Context: an optimization exercise on an open-source flow, tuned for small area. The choices shown serve that exercise and are no tape-out recipe. Only simulation tests tie the RTL to the original design; equivalence was not proved. The clock port is modelled as an ideal driver, which makes a skipped or thinned clock tree look cheaper than it is; a real chip needs a root buffer or a tree. Power figures rest on the tool's default switching activity, not on a simulated workload.

==> module debouncer, before the edit <==
module debouncer(
   input clk,
   input por,
   input signal_i,
   output signal_f
);
   localparam [3:0] MASK = 4'b1101;
   localparam TP = 1'b0;
   localparam CP = 1'b1;
   reg [3:0] counter_x;
   reg temp_x;
   reg cur_x;
   wire [3:0] counter = counter_x ^ MASK;
   wire temp_signal = temp_x ^ TP;
   wire cur_signal = cur_x ^ CP;
   wire diff = cur_signal ^ temp_signal;
   wire last = counter == 4'b1000;
   wire feedback = counter[3] ~^ (counter[2] & counter[1] & ~counter[0]);
   wire [3:0] counter_n = diff ? {counter[2:0], feedback} : 4'd0;
   wire cur_n = por ? 1'b0 : (diff & last) ? temp_signal : cur_signal;
   always @(posedge clk) begin
       temp_x <= (signal_i & ~por) ^ TP;
       counter_x <= counter_n ^ MASK;
       cur_x <= cur_n ^ CP;
   end
   assign signal_f = cur_signal;
endmodule
==> module counter, before the edit <==
module counter(
	input clk,
	input por,
	input clk_1hz,
	input clk_2hz,
	input sel,
	input adj,
	input rst,
	input pause,
	output reg [2:0] minutes_tens,
	output reg [3:0] minutes_ones,
	output reg [2:0] seconds_tens,
	output reg [3:0] seconds_ones
);
	reg is_paused;
	reg pause_q;
	reg which_clk_q;
	wire which_clk;
	sel_adj adjust(.adj(adj), .clk_1hz(clk_1hz), .clk_2hz(clk_2hz), .which_clk(which_clk));
	wire step = which_clk & ~which_clk_q & ~is_paused;
	always @(posedge clk) begin
		which_clk_q <= which_clk;
		pause_q <= pause;
		if (por)
			is_paused <= 1'b0;
		else
			is_paused <= is_paused ^ (pause & ~pause_q);
	end
	wire so_end = seconds_ones[3] & seconds_ones[0];
	wire st_end = seconds_tens[2] & seconds_tens[0];
	wire mo_end = minutes_ones[3] & minutes_ones[0];
	wire e_so = step & (~adj | sel);
	wire e_st = e_so & so_end;
	wire e_mo = step & (adj ? ~sel : (so_end & st_end));
	wire e_mt = e_mo & mo_end;
	function [3:0] ones_flip;
		input [3:0] q;
		ones_flip = {q[0] & (q[3] | (q[2] & q[1])), q[0] & q[1], q[0] & ~q[3], 1'b1};
	endfunction
	function [2:0] tens_flip;
		input [2:0] q;
		tens_flip = {q[0] & (q[2] | q[1]), q[0] & ~q[2], 1'b1};
	endfunction
	wire clr = por | rst;
	always @(posedge clk) begin
		seconds_ones <= {4{~clr}} & (seconds_ones ^ ({4{e_so}} & ones_flip(seconds_ones)));
		seconds_tens <= {3{~clr}} & (seconds_tens ^ ({3{e_st}} & tens_flip(seconds_tens)));
		minutes_ones <= {4{~clr}} & (minutes_ones ^ ({4{e_mo}} & ones_flip(minutes_ones)));
		minutes_tens <= {3{~clr}} & (minutes_tens ^ ({3{e_mt}} & tens_flip(minutes_tens)));
	end
endmodule
export LEC_CHECK = 0
export CAP_MARGIN = 20
export CORE_MARGIN = 2
export CORE_UTILIZATION = 70
export SLEW_MARGIN = 20
create_clock -name core_clock -period 10.0 [get_ports {clk}]
standard.sh (not shown) runs the stock make flow with config.mk's settings and CLKGATE_MAP_FILE= SYNTH_SCRIPT=/design/flow/synth_recipe.tcl, a recipe that flattens the netlist after the stock synthesis.
==> flow/flow/run.sh <==
#!/bin/bash
set -euo pipefail
W=$(pwd)
F=$W/flow

{
  head -n 1 synth_recipe.tcl
  cat "$F/multi_abc.tcl"
  tail -n +2 synth_recipe.tcl
} > "$W/own_synth.tcl"
export OWN_ABC_DIR="$F/abc"

ARGS=(
  "SYNTH_SCRIPT=$W/own_synth.tcl"
  "ADDER_MAP_FILE="
  "BUFFER_PORTS_ARGS=-buffer_cell sky130_fd_sc_hd__buf_1"
  "PRE_CTS_TCL=$F/cts_own.tcl"
)

bash "$W/standard.sh" "${ARGS[@]}" synth > "$W/log_synth.txt" 2>&1
bash "$W/standard.sh" "${ARGS[@]}" finish > "$W/log_layout.txt" 2>&1
Other scripts of this flow, unchanged in this note and not shown: flow/flow/abc/a.script, flow/flow/abc/b.script, flow/flow/abc/d.script, flow/flow/abc/ds10_0.script, flow/flow/abc/ds10_1.script, flow/flow/abc/ds10_2.script, flow/flow/abc/ds10_3.script, flow/flow/abc/ds10_4.script, flow/flow/abc/ds10_5.script, flow/flow/abc/ds10_6.script, flow/flow/abc/ds10_7.script, flow/flow/abc/e.script, flow/flow/abc/x10.script, flow/flow/abc/x13.script, flow/flow/abc/x14.script, flow/flow/abc/x17.script, flow/flow/abc/x19.script, flow/flow/abc/x8.script, flow/flow/cts_own.tcl, flow/flow/multi_abc.tcl
Then changed:
--- a/flow/design.v
+++ b/flow/design.v
@@ -69,9 +69,9 @@
    reg cur_x;
    wire [3:0] counter = counter_x ^ MASK;
    wire temp_signal = temp_x ^ TP;
    wire cur_signal = cur_x ^ CP;
-   wire diff = cur_signal ^ temp_signal;
+   wire diff = (cur_signal ^ temp_signal) & ~por;
    wire last = counter == 4'b1000;
    wire feedback = counter[3] ~^ (counter[2] & counter[1] & ~counter[0]);
    wire [3:0] counter_n = diff ? {counter[2:0], feedback} : 4'd0;
    wire cur_n = por ? 1'b0 : (diff & last) ? temp_signal : cur_signal;
@@ -103,14 +103,17 @@
 	wire which_clk;
 	sel_adj adjust(.adj(adj), .clk_1hz(clk_1hz), .clk_2hz(clk_2hz), .which_clk(which_clk));
 	wire step = which_clk & ~which_clk_q & ~is_paused;
 	always @(posedge clk) begin
-		which_clk_q <= which_clk;
-		pause_q <= pause;
-		if (por)
+		if (por) begin
+			which_clk_q <= 1'b0;
+			pause_q <= 1'b0;
 			is_paused <= 1'b0;
-		else
+		end else begin
+			which_clk_q <= which_clk;
+			pause_q <= pause;
 			is_paused <= is_paused ^ (pause & ~pause_q);
+		end
 	end
 	wire so_end = seconds_ones[3] & seconds_ones[0];
 	wire st_end = seconds_tens[2] & seconds_tens[0];
 	wire mo_end = minutes_ones[3] & minutes_ones[0];
- utilization is higher by 0.27 points
- global-route usage is lower by 0.20 points
- maximum frequency is lower by 4.3%
- routed wire length is lower by 2.4%
- worst setup slack degrades by 170 ps
- sequential share of layout area is lower by 0.19 points
- die area is higher by 0.36%
- synthesized area is higher by 0.37%
- power is lower by about 0.7%
- cell area is higher by about 0.35%
- first-iteration DRC count is higher by 9.4%
- cell count is lower by about 0.8%
- synthesized cell count is lower by 0.99%
In every run of this note, the design's own scripts or RTL, not TritonCTS, make the clock network.

==> static timing again, ports no longer ideal <==
No port has a modelled driver above. Below, the same layouts with a new extraction and two added sets of constraints. Step 1 assumes that a clkbuf_16 drives the clock port and a buf_2 every other input. Step 2 times the ports against the registers' clock, not the clock port: input delays grow and output delays shrink by t, the midpoint of the rising clock arrivals with the driver on. a / b / c = no drivers / after step 1 / after step 2; a / b = the first two.
run	shift t [ns]	slack for setup (ns)	worst hold slack (ns)	worst setup path at the end
the first run	0.192	6.270 / 6.312 / 6.120	0.376 / 0.376 / 0.376	input to register
the second run	0.194	6.102 / 6.142 / 5.948	0.381 / 0.381 / 0.381	input to register
After both steps every run listed still meets setup and hold. For the second run, which loses most, drivers alone change the setup slack by +0.040 ns; drivers and shift together by -0.154 ns.
